Source: an optimization exercise on an open RTL-to-GDS flow (aim: small area). Production flows keep margins and buffers that such runs may drop.
In this exercise RTL edits were held to simulation tests only and were not proved equivalent to the original.

==> trial 41 <==
// CORDIC_Vectoring_top1
module CORDIC_Vectoring_top1 #(
        parameter DATA_WIDTH = 16,
        parameter CORDIC_WIDTH = 22,
        parameter CORDIC_STAGES = 16,
        parameter ANGLE_WIDTH = 16
    ) (
        input clk,
        input nreset,
        input vec_en,
        input signed [DATA_WIDTH-1:0] x_vec_in,
        input signed [DATA_WIDTH-1:0] y_vec_in,
        input angle_calc_enable_in,
        output signed [DATA_WIDTH-1:0] x_vec_out,
        output output_valid_o,
        output [CORDIC_STAGES-1:0] micro_angle_o,
        output [1:0] quad_out,
        output vec_microRot_out_start,
        output signed [ANGLE_WIDTH-1:0] angle_out
    );
Settings: LEC_CHECK=0, ABC_AREA=1, CAP_MARGIN=20, CORE_MARGIN=2, CORE_UTILIZATION=40, CTS_BUF_LIST=sky130_fd_sc_hd__clkbuf_4, CTS_CLUSTER_DIAMETER=40, CTS_CLUSTER_SIZE=10, PLACE_DENSITY=0.6, SLEW_MARGIN=20; clock period 10.0 ns.
standard.sh (not shown) runs the stock make flow with config.mk's settings and CLKGATE_MAP_FILE= SYNTH_SCRIPT=/design/flow/synth_recipe.tcl, a recipe that flattens the netlist after the stock synthesis.
==> flow/flow/run.sh <==
#!/bin/bash
# Standard synthesis, then a re-optimisation of its combinational logic around the
# full adders (netopt.py + resynth.ys), then the standard layout flow.
set -euo pipefail
LIB=$FLOW_HOME/platforms/sky130hd/lib/sky130_fd_sc_hd__tt_025C_1v80.lib
R=orfs/results/sky130hd/CORDIC_Vectoring_top1/base
bash standard.sh synth > standard_synth.log 2>&1
cp $R/1_2_yosys.v standard_1_2_yosys.v
python3 flow/netopt.py $LIB standard_1_2_yosys.v netopt.v > netopt.log 2>&1
sed -e "s#LIBFILE#$LIB#g" -e "s#FLOWHOME#$FLOW_HOME#g" -e "s#FLOWDIR#$PWD/flow#g" flow/resynth.ys > resynth.ys
yosys -s resynth.ys > resynth.log 2>&1
cp resynth.v $R/1_2_yosys.v
touch $R/1_2_yosys.v
rm -f $R/1_synth.odb
bash standard.sh synth > standard_synth2.log 2>&1
bash standard.sh BUFFER_PORTS_ARGS="-buffer_cell sky130_fd_sc_hd__buf_1" finish > standard_finish.log 2>&1
Other scripts of this flow, unchanged in this note and not shown: flow/flow/abc_amap.script, flow/flow/netopt.py, flow/flow/resynth.ys
==> inputs of trial 47, as changes to trial 41 <==
--- a/flow/config.mk
+++ b/flow/config.mk
@@ -10,3 +10,3 @@
 export CORE_MARGIN = 2
-export CORE_UTILIZATION = 40
+export CORE_UTILIZATION = 55
 export CTS_BUF_LIST = sky130_fd_sc_hd__clkbuf_4
@@ -14,3 +14,3 @@
 export CTS_CLUSTER_SIZE = 10
-export PLACE_DENSITY = 0.6
+export PLACE_DENSITY = 0.75
 export SLEW_MARGIN = 20
==> run summary <==
status=no timing/DRC/antenna violations; Largest stage delay, worst path=0.45 ns; number of nets in the finished design=4546; final design utilization=44.1%; final worst-path setup slack=0.349 ns
[end of results for trial 41]
==> run summary <==
number of nets in the finished design=4538; final design utilization=60.2%; Largest stage delay, worst path=0.44 ns; area share of buffers outside the clock network=1.25%; status=no timing/DRC/antenna violations
[end of results for trial 47]

==> job 2355: inputs <==
Another version of the RTL of CORDIC_Vectoring_top1 (not shown whole).
clock: 10.0 ns
lec_check: 0
abc_area: 1
cap_margin: 20
core_margin: 2
core_utilization: 40
cts_buf_list: sky130_fd_sc_hd__clkbuf_8
cts_cluster_diameter: 50
cts_cluster_size: 18
place_density: 0.6
slew_margin: 20
run.sh (not shown) runs the stock make flow with config.mk's settings and CLKGATE_MAP_FILE= SYNTH_SCRIPT=/design/flow/synth_recipe.tcl, a recipe that flattens the netlist after the stock synthesis.
Stock flow here: none of the scripts above is used.
==> job 1069 (differences from job 2355) <==
--- a/flow/config.mk
+++ b/flow/config.mk
@@ -6,11 +6,7 @@
 export NUM_CORES = 4
 export LEC_CHECK = 0
-export ABC_AREA = 1
 export CAP_MARGIN = 20
 export CORE_MARGIN = 2
 export CORE_UTILIZATION = 40
-export CTS_BUF_LIST = sky130_fd_sc_hd__clkbuf_8
-export CTS_CLUSTER_DIAMETER = 50
-export CTS_CLUSTER_SIZE = 18
 export PLACE_DENSITY = 0.6
 export SLEW_MARGIN = 20
==> job 6910 (differences from job 2355) <==
--- a/flow/config.mk
+++ b/flow/config.mk
@@ -10,7 +10,5 @@
 export CORE_MARGIN = 2
 export CORE_UTILIZATION = 40
-export CTS_BUF_LIST = sky130_fd_sc_hd__clkbuf_8
-export CTS_CLUSTER_DIAMETER = 50
-export CTS_CLUSTER_SIZE = 18
+export CTS_BUF_LIST = sky130_fd_sc_hd__clkbuf_8 sky130_fd_sc_hd__clkbuf_4
 export PLACE_DENSITY = 0.6
 export SLEW_MARGIN = 20
==> job 8564 (differences from job 2355) <==
==> flow/config.mk (replaced) <==
export PLATFORM = sky130hd
export DESIGN_NAME = CORDIC_Vectoring_top1
export DESIGN_NICKNAME = CORDIC_Vectoring_top1
export VERILOG_FILES = /design/flow/design.v
export SDC_FILE = /design/flow/constraint.sdc
export NUM_CORES = 4
export LEC_CHECK = 0
export ABC_AREA = 1
export CAP_MARGIN = 0
export CORE_MARGIN = 2
export CORE_UTILIZATION = 40
export CTS_BUF_LIST = sky130_fd_sc_hd__clkbuf_4
export CTS_CLUSTER_DIAMETER = 40
export CTS_CLUSTER_SIZE = 10
export PLACE_DENSITY = 0.6
export SLEW_MARGIN = 0
==> results.ini <==
[outcome]
outcome=finished clean

[final_layout]
register_area_mm2=0.0187
diodes=2
syn2layout_area_growth_pct=12.9

[global_routing]
grt_first_pass_wirelength_um=127000

[sta]
rsz0062_at_grt=false
worst_pin_slew_ns=0.958

[logic_synthesis]
synth_compound_area_frac=0.0350
synth-xor-area-share=0.0828

[route]
wl_met3_um=3030
firstDrtPassIters=5
wl_met1_um=31300

[placed_design]
detailed_place_hpwl_um=59100

[worst_setup_path]
required_ns=10.65
r2r-end=g_stage[8].stage.z_out[21]

[floorplan]
initial_core_util=0.404

That was job 6910.
==> results.ini <==
[worst_setup_path]
required_ns=10.90
r2r-end=g_stage[8].stage.z_out[21]

[final_layout]
diodes=8
syn2layout_area_growth_pct=10.3

[route]
wl_met1_um=30900
firstDrtPassIters=7
wl_met3_um=3110

[logic_synthesis]
synth-xor-area-share=0.0828
synth_compound_area_frac=0.0350
async_flop_share=0.265
ys_ff_latch=874

[global_routing]
grt_first_pass_wirelength_um=126000

[floorplan]
initial_core_util=0.404

[placed_design]
detailed_place_hpwl_um=59100

[sta]
worst_pin_slew_ns=0.976

[outcome]
outcome=finished clean

That was job 8564.
==> results.ini <==
[sta]
worst_pin_slew_ns=0.971
rsz0062_at_grt=false

[global_routing]
grt_first_pass_wirelength_um=126000

[route]
firstDrtPassIters=5
wl_met3_um=2470

[logic_synthesis]
synth-xor-area-share=0.0828

[placed_design]
detailed_place_hpwl_um=59100

[final_layout]
syn2layout_area_growth_pct=10.9
register_area_mm2=0.0187

[outcome]
outcome=finished clean

That was job 2355.
==> results.ini <==
[worst_setup_path]
required_ns=10.52
r2r-end=g_stage[11].stage.z_out[21]

[floorplan]
initial_core_util=0.402

[logic_synthesis]
synth-xor-area-share=0.0844
async_flop_share=0.265

[route]
firstDrtPassIters=5
wl_met3_um=2770
wl_met1_um=30900

[final_layout]
diodes=0
seq_share=0.367
register_area_mm2=0.0187
comb.multi_input.count=1847

[sta]
rsz0062_at_grt=false
worst_pin_slew_ns=0.972

[global_routing]
grt_first_pass_wirelength_um=127000

[outcome]
outcome=finished clean

[placed_design]
detailed_place_hpwl_um=59700

That was job 1069.

==> run G: inputs <==
RTL: one of the versions met above, not the one the previous note started from.
export LEC_CHECK = 0
export ABC_AREA = 1
export CAP_MARGIN = 20
export CORE_MARGIN = 2
export CORE_UTILIZATION = 40
export CTS_BUF_LIST = sky130_fd_sc_hd__clkbuf_4
export CTS_CLUSTER_DIAMETER = 40
export CTS_CLUSTER_SIZE = 10
export PLACE_DENSITY = 0.6
export SLEW_MARGIN = 20
create_clock -name core_clock -period 10.0 [get_ports {clk}]
standard.sh (not shown) runs the stock make flow with config.mk's settings and CLKGATE_MAP_FILE= SYNTH_SCRIPT=/design/flow/synth_recipe.tcl, a recipe that flattens the netlist after the stock synthesis.
==> flow/flow/run.sh <==
#!/bin/bash
# Standard synthesis, then a re-optimisation of its combinational logic around the
# full adders (netopt.py + resynth.ys), then the standard layout flow.
set -euo pipefail
LIB=$FLOW_HOME/platforms/sky130hd/lib/sky130_fd_sc_hd__tt_025C_1v80.lib
R=orfs/results/sky130hd/CORDIC_Vectoring_top1/base
bash standard.sh synth > standard_synth.log 2>&1
cp $R/1_2_yosys.v standard_1_2_yosys.v
python3 flow/netopt.py $LIB standard_1_2_yosys.v netopt.v > netopt.log 2>&1
sed -e "s#LIBFILE#$LIB#g" -e "s#FLOWHOME#$FLOW_HOME#g" flow/resynth.ys > resynth.ys
yosys -s resynth.ys > resynth.log 2>&1
cp resynth.v $R/1_2_yosys.v
touch $R/1_2_yosys.v
rm -f $R/1_synth.odb
bash standard.sh synth > standard_synth2.log 2>&1
bash standard.sh > standard_finish.log 2>&1
==> flow/flow/resynth.ys <==
# Re-synthesis of the combinational glue of the standard synthesis netlist
# (netopt.v, written by netopt.py). Flip-flops, adders and tie cells stay as they are.
read_liberty -lib LIBFILE
read_verilog netopt.v
hierarchy -top CORDIC_Vectoring_top1
proc
opt -purge
techmap
opt -fast -purge
abc -script FLOWHOME/scripts/abc_area.script -liberty LIBFILE -dont_use sky130_fd_sc_hd__probe_p_8 -dont_use sky130_fd_sc_hd__probec_p_8 -dont_use sky130_fd_sc_hd__lpflow_bleeder_1 -dont_use sky130_fd_sc_hd__lpflow_clkbufkapwr_1 -dont_use sky130_fd_sc_hd__lpflow_clkbufkapwr_16 -dont_use sky130_fd_sc_hd__lpflow_clkbufkapwr_2 -dont_use sky130_fd_sc_hd__lpflow_clkbufkapwr_4 -dont_use sky130_fd_sc_hd__lpflow_clkbufkapwr_8 -dont_use sky130_fd_sc_hd__lpflow_clkinvkapwr_1 -dont_use sky130_fd_sc_hd__lpflow_clkinvkapwr_16 -dont_use sky130_fd_sc_hd__lpflow_clkinvkapwr_2 -dont_use sky130_fd_sc_hd__lpflow_clkinvkapwr_4 -dont_use sky130_fd_sc_hd__lpflow_clkinvkapwr_8 -dont_use sky130_fd_sc_hd__lpflow_decapkapwr_12 -dont_use sky130_fd_sc_hd__lpflow_decapkapwr_3 -dont_use sky130_fd_sc_hd__lpflow_decapkapwr_4 -dont_use sky130_fd_sc_hd__lpflow_decapkapwr_6 -dont_use sky130_fd_sc_hd__lpflow_decapkapwr_8 -dont_use sky130_fd_sc_hd__lpflow_inputiso0n_1 -dont_use sky130_fd_sc_hd__lpflow_inputiso0p_1 -dont_use sky130_fd_sc_hd__lpflow_inputiso1n_1 -dont_use sky130_fd_sc_hd__lpflow_inputiso1p_1 -dont_use sky130_fd_sc_hd__lpflow_inputisolatch_1 -dont_use sky130_fd_sc_hd__lpflow_isobufsrc_1 -dont_use sky130_fd_sc_hd__lpflow_isobufsrc_16 -dont_use sky130_fd_sc_hd__lpflow_isobufsrc_2 -dont_use sky130_fd_sc_hd__lpflow_isobufsrc_4 -dont_use sky130_fd_sc_hd__lpflow_isobufsrc_8 -dont_use sky130_fd_sc_hd__lpflow_isobufsrckapwr_16 -dont_use sky130_fd_sc_hd__lpflow_lsbuf_lh_hl_isowell_tap_1 -dont_use sky130_fd_sc_hd__lpflow_lsbuf_lh_hl_isowell_tap_2 -dont_use sky130_fd_sc_hd__lpflow_lsbuf_lh_hl_isowell_tap_4 -dont_use sky130_fd_sc_hd__lpflow_lsbuf_lh_isowell_4 -dont_use sky130_fd_sc_hd__lpflow_lsbuf_lh_isowell_tap_1 -dont_use sky130_fd_sc_hd__lpflow_lsbuf_lh_isowell_tap_2 -dont_use sky130_fd_sc_hd__lpflow_lsbuf_lh_isowell_tap_4  -D 10000
setundef -zero
splitnets
opt_clean -purge
hilomap -singleton -hicell sky130_fd_sc_hd__conb_1 HI -locell sky130_fd_sc_hd__conb_1 LO
insbuf -buf sky130_fd_sc_hd__buf_4 A X
opt_clean -purge
tee -o resynth_stat.txt stat -liberty LIBFILE
write_verilog -noattr -nohex -nodec resynth.v
Other scripts of this flow, unchanged in this note and not shown: flow/flow/netopt.py
==> run C: changes against run G <==
--- a/flow/flow/run.sh
+++ b/flow/flow/run.sh
@@ -9,3 +9,3 @@
 python3 flow/netopt.py $LIB standard_1_2_yosys.v netopt.v > netopt.log 2>&1
-sed -e "s#LIBFILE#$LIB#g" -e "s#FLOWHOME#$FLOW_HOME#g" flow/resynth.ys > resynth.ys
+sed -e "s#LIBFILE#$LIB#g" -e "s#FLOWHOME#$FLOW_HOME#g" -e "s#FLOWDIR#$PWD/flow#g" flow/resynth.ys > resynth.ys
 yosys -s resynth.ys > resynth.log 2>&1
@@ -15,2 +15,2 @@
 bash standard.sh synth > standard_synth2.log 2>&1
-bash standard.sh > standard_finish.log 2>&1
+bash standard.sh BUFFER_PORTS_ARGS="-buffer_cell sky130_fd_sc_hd__buf_1" CTS_ARGS="-sink_clustering_enable -repair_clock_nets -sink_clustering_size 10 -sink_clustering_max_diameter 40 -buf_list sky130_fd_sc_hd__clkbuf_4 -dont_use_dummy_load" finish > standard_finish.log 2>&1
==> flow/flow/abc_amap.script (new file) <==
strash; dch -f; amap -m; topo
==> flow/flow/resynth.ys (replaced) <==
# Re-synthesis of the combinational glue of the standard synthesis netlist
# (netopt.v, written by netopt.py). Flip-flops, adders and tie cells stay as they are.
read_liberty -lib LIBFILE
read_verilog netopt.v
hierarchy -top CORDIC_Vectoring_top1
proc
opt -purge
techmap
opt -fast -purge
abc -script FLOWDIR/abc_amap.script -liberty LIBFILE -dont_use sky130_fd_sc_hd__probe_p_8 -dont_use sky130_fd_sc_hd__probec_p_8 -dont_use sky130_fd_sc_hd__lpflow_bleeder_1 -dont_use sky130_fd_sc_hd__lpflow_clkbufkapwr_1 -dont_use sky130_fd_sc_hd__lpflow_clkbufkapwr_16 -dont_use sky130_fd_sc_hd__lpflow_clkbufkapwr_2 -dont_use sky130_fd_sc_hd__lpflow_clkbufkapwr_4 -dont_use sky130_fd_sc_hd__lpflow_clkbufkapwr_8 -dont_use sky130_fd_sc_hd__lpflow_clkinvkapwr_1 -dont_use sky130_fd_sc_hd__lpflow_clkinvkapwr_16 -dont_use sky130_fd_sc_hd__lpflow_clkinvkapwr_2 -dont_use sky130_fd_sc_hd__lpflow_clkinvkapwr_4 -dont_use sky130_fd_sc_hd__lpflow_clkinvkapwr_8 -dont_use sky130_fd_sc_hd__lpflow_decapkapwr_12 -dont_use sky130_fd_sc_hd__lpflow_decapkapwr_3 -dont_use sky130_fd_sc_hd__lpflow_decapkapwr_4 -dont_use sky130_fd_sc_hd__lpflow_decapkapwr_6 -dont_use sky130_fd_sc_hd__lpflow_decapkapwr_8 -dont_use sky130_fd_sc_hd__lpflow_inputiso0n_1 -dont_use sky130_fd_sc_hd__lpflow_inputiso0p_1 -dont_use sky130_fd_sc_hd__lpflow_inputiso1n_1 -dont_use sky130_fd_sc_hd__lpflow_inputiso1p_1 -dont_use sky130_fd_sc_hd__lpflow_inputisolatch_1 -dont_use sky130_fd_sc_hd__lpflow_isobufsrc_1 -dont_use sky130_fd_sc_hd__lpflow_isobufsrc_16 -dont_use sky130_fd_sc_hd__lpflow_isobufsrc_2 -dont_use sky130_fd_sc_hd__lpflow_isobufsrc_4 -dont_use sky130_fd_sc_hd__lpflow_isobufsrc_8 -dont_use sky130_fd_sc_hd__lpflow_isobufsrckapwr_16 -dont_use sky130_fd_sc_hd__lpflow_lsbuf_lh_hl_isowell_tap_1 -dont_use sky130_fd_sc_hd__lpflow_lsbuf_lh_hl_isowell_tap_2 -dont_use sky130_fd_sc_hd__lpflow_lsbuf_lh_hl_isowell_tap_4 -dont_use sky130_fd_sc_hd__lpflow_lsbuf_lh_isowell_4 -dont_use sky130_fd_sc_hd__lpflow_lsbuf_lh_isowell_tap_1 -dont_use sky130_fd_sc_hd__lpflow_lsbuf_lh_isowell_tap_2 -dont_use sky130_fd_sc_hd__lpflow_lsbuf_lh_isowell_tap_4  -D 10000
setundef -zero
splitnets
opt_clean -purge
hilomap -singleton -hicell sky130_fd_sc_hd__conb_1 HI -locell sky130_fd_sc_hd__conb_1 LO
insbuf -buf sky130_fd_sc_hd__buf_1 A X
opt_clean -purge
tee -o resynth_stat.txt stat -liberty LIBFILE
write_verilog -noattr -nohex -nodec resynth.v
==> run summary <==
- Run G produced a clean layout. Run C produced a clean layout.
- In run G the clock skew is lower than in run C, by 0.020 ns.
- Between run C and run G, the lower area after synthesis is in run C (gap 1.6%, measured against run G).
- Between run C and run G, the lower fmax is in run G (gap about 0.2%, measured against run G).
- Of run G and run C, run G has the higher hold slack (gap 0.036 ns).
- Between run G and run C, the lower critical path depth is in run G (gap 3).
- In run G the die area is higher than in run C, by about 1.6%.

==> re-timing with driven ports <==
No port has a modelled driver above. Below, the same layouts with a new extraction and two added sets of constraints. Step 1, drivers: a clkbuf_16 drives clk and a buf_2 each remaining input, both assumed. Step 2, shift: input delay + t, output delay - t, t = (earliest + latest rising clock arrival at the registers) / 2. This alone moves slack from input paths to output paths. Slacks: no drivers / after step 1 / after step 2; pairs: no drivers / after step 1.
| run | shift t [ns] | slack for setup (ns) | worst setup path at the end |
|---|---|---|---|
| trial 41 | 0.992 | 0.349 / 0.349 / 0.349 | register to register |
| trial 47 | 0.976 | 0.349 / 0.349 / 0.349 | register to register |
| job 2355 | 0.780 | 0.304 / 0.304 / 0.304 | register to register |
| job 1069 | 0.706 | 0.353 / 0.353 / 0.353 | register to register |
| job 6910 | 0.832 | 0.310 / 0.310 / 0.310 | register to register |
| job 8564 | 1.069 | 0.326 / 0.326 / 0.326 | register to register |
| run G | 1.048 | 0.398 / 0.398 / 0.398 | register to register |
| run C | 0.955 | 0.418 / 0.418 / 0.418 | register to register |
After both steps setup and hold are still met in every run listed.
